This is an optimization exercise on Yosys and OpenROAD, whose aim is small area, a short achievable clock period and few clock cycles per item, not a production implementation.
Where RTL was checked, it was by simulation tests only, not by an equivalence proof against the original.

Design kitten_fabric_tile, start of the top module:
module kitten_fabric_tile #(
    parameter N_PRE       = 4096,
    parameter N_POST      = 4096,
    parameter ADDRW_PRE   = 13,
    parameter ADDRW_CSR   = 18,
    parameter ADDRW_POST  = 12,
    parameter PACK_WIDTH  = 8,
    parameter BRAM_DELAY  = 1
) (
    input  wire                  clk,
    input  wire                  rst,
    input  wire                  i_step_start,
    input  wire                  i_proj_done,
    output wire                  o_step_done,
    input  wire                  i_pre_spike_valid,
    input  wire [15:0]           i_pre_spike_idx,
    input  wire                  i_pre_spike,
    output wire                  o_pre_spike_ready,
    output wire                  o_post_spike_valid,
    output wire [PACK_WIDTH-1:0] o_post_spike_data,
    input  wire                  i_post_spike_ready,
    output wire [ADDRW_PRE-1:0]  o_indptr_addr,
    input  wire [31:0]           i_indptr_data,
    output wire [ADDRW_CSR-1:0]  o_indices_addr,
    input  wire [31:0]           i_indices_data,
    output wire [ADDRW_CSR-1:0]  o_values_addr,
    input  wire [15:0]           i_values_q_data,
    input  wire [15:0]           i_scale_q,
  ...
export LEC_CHECK = 0
export CAP_MARGIN = 40
export CORE_MARGIN = 2
export CORE_UTILIZATION = 55
export CTS_CLUSTER_DIAMETER = 70
export CTS_CLUSTER_SIZE = 26
export SLEW_MARGIN = 60
create_clock -name core_clock -period 14.0 [get_ports {clk}]
standard.sh (not shown) runs the stock make flow with config.mk's settings and CLKGATE_MAP_FILE= SYNTH_SCRIPT=/design/flow/synth_recipe.tcl, a recipe that flattens the netlist after the stock synthesis.
==> flow/flow/run.sh <==
#!/bin/bash
# Standard layout with plain buffers on the ports; timing repair aims
# SETUP_MARGIN ns beyond the clock period.
set -o pipefail
export BUFFER_PORTS_ARGS="-buffer_cell sky130_fd_sc_hd__buf_1"
bash standard.sh SETUP_SLACK_MARGIN=9.5 finish 2>&1 | tee standard_flow.log
==> next run, changes <==
- CTS_CLUSTER_DIAMETER: 70 -> 100
- CTS_CLUSTER_SIZE: 26 -> 22
What happened: The changed run passed the timing, DRC and antenna checks. Global-route usage hardly moves. First-iteration DRC count falls by 7.5%. Critical path depth rises by 13. Synthesized area is unchanged. Non-clock buffer count falls by 4. Clock-buffer cell count rises by 3. Sequential share of layout area rises by 0.44 points. Final area falls by about 1.5%.
==> next run, changes <==
- CTS_CLUSTER_SIZE: 22 -> 30
Utilization shrinks by 0.22 points.
Wire length stays flat.
Final area came out lower by about 0.35%.
Synthesized cell count stays the same.
Die area stays the same.
Area after synthesis stays the same.
==> next run, changes <==
- CAP_MARGIN: 40 -> 20
- CTS_CLUSTER_SIZE: 30 -> 22
- SLEW_MARGIN: 60 -> 20
Core utilization fell by 0.16 points.
Cell area barely changes.
Global-route usage is about the same.
No run of this note included a check of the RTL's function; only the layout flow was run.

* * *

Another version of the RTL of kitten_fabric_tile (not shown whole).
Size: about 2,900 cells after synthesis, ~370 I/O pins.
==> flow/config.mk <==
export PLATFORM = sky130hd
export DESIGN_NAME = kitten_fabric_tile
export DESIGN_NICKNAME = kitten_fabric_tile
export VERILOG_FILES = /design/flow/design.v
export SDC_FILE = /design/flow/constraint.sdc
export NUM_CORES = 4
export LEC_CHECK = 0
export ABC_AREA = 1
export CAP_MARGIN = 20
export CORE_MARGIN = 2
export CORE_UTILIZATION = 68
export CTS_CLUSTER_DIAMETER = 100
export CTS_CLUSTER_SIZE = 22
export SLEW_MARGIN = 20
==> flow/constraint.sdc <==
create_clock -name core_clock -period 14.0 [get_ports {clk}]
set_input_delay 2.8000 -clock core_clock [delete_from_list [all_inputs] [get_ports {clk}]]
set_output_delay 2.8000 -clock core_clock [all_outputs]
set_load 0.01 [all_outputs]
==> flow/flow/run.sh <==
#!/bin/bash
# Standard layout with plain buffers on the ports; timing repair aims
# SETUP_MARGIN ns beyond the clock period.
set -o pipefail
export BUFFER_PORTS_ARGS="-buffer_cell sky130_fd_sc_hd__buf_1"
bash standard.sh SETUP_SLACK_MARGIN=10.0 finish 2>&1 | tee standard_flow.log
Testbench counts at the start, summed over its fixed seeds: cycles 332,068, steps 24.
Rerun with:
--- a/flow/flow/run.sh
+++ b/flow/flow/run.sh
@@ -6 +6 @@
-bash standard.sh SETUP_SLACK_MARGIN=10.0 finish 2>&1 | tee standard_flow.log
+bash standard.sh SETUP_SLACK_MARGIN=9.8 finish 2>&1 | tee standard_flow.log
ABC_AREA = unset   (was 1)
CORE_UTILIZATION = 55   (was 68)
Result: Clock skew fell by 17 ps; non-clock buffer count fell by 7; cell area fell by 0.69%.
Rerun with:
--- a/flow/flow/run.sh
+++ b/flow/flow/run.sh
@@ -6 +6 @@
-bash standard.sh SETUP_SLACK_MARGIN=9.8 finish 2>&1 | tee standard_flow.log
+bash standard.sh SETUP_SLACK_MARGIN=9.65 finish 2>&1 | tee standard_flow.log
ABC_AREA = 1   (was unset)
CORE_UTILIZATION = 75   (was 55)
The changed run completed without violations.
Final area is lower by 2.6%.
Clock skew hardly moves.
Via count went up by about 23%.
Worst hold slack gets worse by 3.1 ps.
Global-route usage grows by 15 points.
Rerun with:
==> flow/flow/run.sh (replaced) <==
#!/bin/bash
# The standard layout (standard.sh), with two changes:
#  - the port buffers are plain buf_1 cells instead of the delay buffers
#    buffer_ports picks by default;
#  - timing repair aims for 9.8 ns of setup slack at the design's clock
#    period (the SDC is unchanged), so the layout is optimised for speed.
# All tool output goes to standard_flow.log (and ORFS's own logs).
set -o pipefail
export BUFFER_PORTS_ARGS="-buffer_cell sky130_fd_sc_hd__buf_1"
bash standard.sh SETUP_SLACK_MARGIN=9.8 finish 2>&1 | tee standard_flow.log
CORE_UTILIZATION = 68   (was 75)
Result:
- cell area rises slightly
- clock skew grows by 22 ps
- setup slack is better by 340 ps
- core utilization fell by 7.3 points
- routed wire length went down by a few percent
- first-iteration DRC count shrinks by a quarter to a third
- global-route usage came out lower by 4.8 points
- final cell count rises by a few percent
Rerun with:
==> flow/flow/run.sh (replaced) <==
#!/bin/bash
# Standard layout with plain buffers on the ports; timing repair aims
# SETUP_MARGIN ns beyond the clock period.
set -o pipefail
export BUFFER_PORTS_ARGS="-buffer_cell sky130_fd_sc_hd__buf_1"
bash standard.sh SETUP_SLACK_MARGIN=9.65 finish 2>&1 | tee standard_flow.log
CORE_UTILIZATION = 55   (was 68)
Result: Global-route usage is lower by 8.1 points; via count shrinks by 6.0%; worst setup slack loses 130 ps; synthesized cell count is unchanged; utilization went down by 15 points; maximum frequency decreases by 3.0%; cell count rose by 2.0%.

[separate check: timing with driven ports]
In the flow no input, the clock included, has a driving cell. The finished layouts below were timed again as built, in two steps. Step 1 sets driving cells, clkbuf_16 on the clock port and buf_2 on the other inputs (assumed; they add their load-dependent delay and slew). Step 2 adds t to the input delays and takes it off the output delays; t is the mean of the earliest and latest rising clock arrival at the registers after step 1. Input paths then give back, and output paths get back, about the clock's delay inside the block. Slacks: no drivers / after step 1 / after step 2; pairs: no drivers / after step 1.
| run | t, ns | setup WS [ns] | latest minus earliest clock arrival (ns) | cell pins on the clock port's net |
|---|---|---|---|---|
| the first run of note 1 | 0.633 | 9.582 / 9.523 / 9.614 | 0.023 / 0.022 | 1 |
| the second run of note 1 | 0.619 | 9.584 / 9.537 / 9.584 | 0.034 / 0.033 | 1 |
| the third run of note 1 | 0.607 | 9.603 / 9.580 / 9.603 | 0.022 / 0.023 | 1 |
| the fourth run of note 1 | 0.609 | 9.577 / 9.547 / 9.577 | 0.025 / 0.025 | 1 |
| the first run of note 2 | 0.615 | 9.431 / 9.431 / 9.360 | 0.039 / 0.039 | 1 |
| the second run of note 2 | 0.589 | 9.634 / 9.576 / 9.904 | 0.023 / 0.023 | 1 |
| the third run of note 2 | 0.591 | 9.398 / 9.398 / 9.398 | 0.022 / 0.023 | 1 |
| the fourth run of note 2 | 0.607 | 9.737 / 9.683 / 9.759 | 0.044 / 0.044 | 1 |
| the fifth run of note 2 | 0.603 | 9.603 / 9.543 / 9.804 | 0.047 / 0.047 | 1 |
After both steps setup and hold are still met in every run listed. For the first run of note 2, which loses most, drivers alone change the setup slack by 0.000 ns; drivers and shift together by -0.071 ns.
